This is an optimization exercise on Yosys and OpenROAD, whose aim is small area, a short achievable clock period and few clock cycles, not a production implementation.
Only simulation tests tie the RTL to the original design; equivalence was not proved.
Power figures rest on the tool's default switching activity, not on a simulated workload.

run A:
Design GCD, start of the top module:
module GCD #(parameter WIDTH = 16) (clk,a,b,start,gcd,done);
    input clk;
    input [WIDTH-1:0] a;
    input [WIDTH-1:0] b;
    input start;
    output [WIDTH-1:0] gcd;
    output done;
    localparam KW = 4;    
    reg [WIDTH-1:0] x, y;
    reg [KW-1:0] k;
    function [KW-1:0] ctz;
        input [WIDTH-1:0] v;
        integer i;
        begin
            ctz = 0;
            for (i = WIDTH-1; i >= 0; i = i - 1)
                if (v[i]) ctz = i;
        end
    endfunction
    wire [WIDTH-1:0] kh = {{(WIDTH-1){1'b0}}, 1'b1} << k;
    wire [WIDTH-1:0] kh1 = {kh[WIDTH-2:0], 1'b0};
    wire [WIDTH-1:0] e = x ^ y;
    wire nx = ~|(x & kh);
    wire ny = ~|(y & kh);
    wire x1 = |(x & kh1);
    wire y1 = |(y & kh1);
    wire e1 = x1 ^ y1;                  
    wire [WIDTH-1:0] p = ~e;
    wire [WIDTH-1:0] g = x & ~y;
    wire [WIDTH-1:0] G, P;        
    gcd_prefix #(WIDTH) u_pfx (.g(g), .p(p), .G(G), .P(P));
    wire neg = ~(G[WIDTH-1] | P[WIDTH-1]);    
    wire busy = ~P[WIDTH-1];                  
    wire [WIDTH-1:0] Gb = {G[WIDTH-2:0], 1'b0};
    wire [WIDTH-1:0] Pb = {P[WIDTH-2:0], 1'b1};
    wire [WIDTH-1:0] dxy = p ^ (Gb | Pb);
    wire [WIDTH-1:0] dyx = ~(p ^ Gb);
    wire sub = busy & ~nx & ~ny;
    wire [WIDTH-1:0] rx = e1 ? {1'b0, dxy[WIDTH-1:1]} : {2'b00, dxy[WIDTH-1:2]};
    wire [WIDTH-1:0] ry = e1 ? {1'b0, dyx[WIDTH-1:1]} : {2'b00, dyx[WIDTH-1:2]};
    wire [WIDTH-1:0] xn = x1 ? {1'b0, x[WIDTH-1:1]} : {2'b00, x[WIDTH-1:2]};
    wire [WIDTH-1:0] yn = y1 ? {1'b0, y[WIDTH-1:1]} : {2'b00, y[WIDTH-1:2]};
  ...
Size: about 530 cells after synthesis, roughly 36 flip-flops, about 51 I/O pins.
Settings: LEC_CHECK=0, CAP_MARGIN=20, CORE_MARGIN=2, CORE_UTILIZATION=40, SLEW_MARGIN=20; clock period 3.0 ns.
run.sh (not shown) runs the stock make flow with config.mk's settings and CLKGATE_MAP_FILE= SYNTH_SCRIPT=/design/flow/synth_recipe.tcl, a recipe that flattens the netlist after the stock synthesis.
Testbench counts of run A, summed over its fixed seeds: cycles 36,528.
The inputs of run B differ from those of run A as listed below.
diff --git a/flow/config.mk b/flow/config.mk
--- a/flow/config.mk
+++ b/flow/config.mk
@@ -11,0 +12 @@
+export SYNTH_HIERARCHICAL = 1
--- outcome ---
- The final layout from run B, which completed every stage, passed the timing, design-rule and antenna checks at the end of the flow.
- Taking run B over run A, the final RePlAce weighted congestion ratio works out to 0.894.
- Against run A, run B comes in 9.3% lower on via count of the routed design.
- Looking at relative area of clock buffers and inverters in the final design, run B sits below run A.
- Summary of the comparison: mux cell area share after synthesis is higher in run B, relative to run A.
Input-level comparison between run C and run B:
diff --git a/flow/config.mk b/flow/config.mk
--- a/flow/config.mk
+++ b/flow/config.mk
@@ -8 +8 @@
-export CAP_MARGIN = 20
+export CAP_MARGIN = 0
@@ -11 +11 @@
-export SLEW_MARGIN = 20
+export SLEW_MARGIN = 0
### Flow results
Between run B and run C, the number of vias in the routed layout figures differ only marginally.
Reported for run B and run C, fraction of synthesized area in multiplexers turned out identical to the last digit.
From run C to run B, final hold slack did not move at all.
Synthesized-area fraction occupied by and/or/nand/nor cells came out exactly the same in run B and run C.
Run B → run C: layout clock buffer count saw little to no change; area of the multi-input gates saw little to no change; met3 layer usage reported by global route saw little to no change.
From run B to run C, power did not move at all.
Relative to run C, the following input files were edited for run D:
diff --git a/flow/config.mk b/flow/config.mk
--- a/flow/config.mk
+++ b/flow/config.mk
@@ -8 +8 @@
-export CAP_MARGIN = 0
+export CAP_MARGIN = 20
@@ -11 +11,2 @@
-export SLEW_MARGIN = 0
+export GPL_TIMING_DRIVEN = 0
+export SLEW_MARGIN = 20
==> comparison <==
- Looking at global-route usage over all layers, run D sits 1.2 points above run C.
- Delta (run D minus run C): number of multi-input logic gates now sits at about the same level; combinational group share of total power -3.0 points; total length of routed wires saw an increase.
- Compared with run C, the router placed more vias in run D.
- Run C has a lower share of the core filled with cells than run D.
- Summary of run D over run C: total power now sits higher, cell area reported after detailed placement lost 2.6%, detailed-routed wire length on met2 now larger, post-layout instance area went up by 3.3%, global-route track usage on met3 moved down.

[re-timing with driven ports]
How much do the figures lean on ideal ports? The routed layouts below were timed once more, with nothing changed but the port constraints. Step 1: set_driving_cell puts a clkbuf_16 on clk and a buf_2 on each other input, an assumption about the parent block. Step 2, shift: input delay + t, output delay - t, t = (earliest + latest rising clock arrival at the registers) / 2. This alone moves slack from input paths to output paths. Three values: no drivers, after step 1, after step 2; two values: the first two.
| run | t, ns | setup WS [ns] | cell pins on the clock port's net |
|---|---|---|---|
| run A | 0.322 | 0.076 / 0.076 / 0.076 | 1 |
| run B | 0.322 | 0.153 / 0.153 / 0.153 | 1 |
| run C | 0.322 | 0.153 / 0.153 / 0.153 | 1 |
| run D | 0.325 | 0.126 / 0.126 / 0.092 | 1 |
After both steps setup and hold are still met in every run listed. The setup slack of run D, which loses most, moves by 0.000 ns with the drivers and by -0.034 ns with both steps.
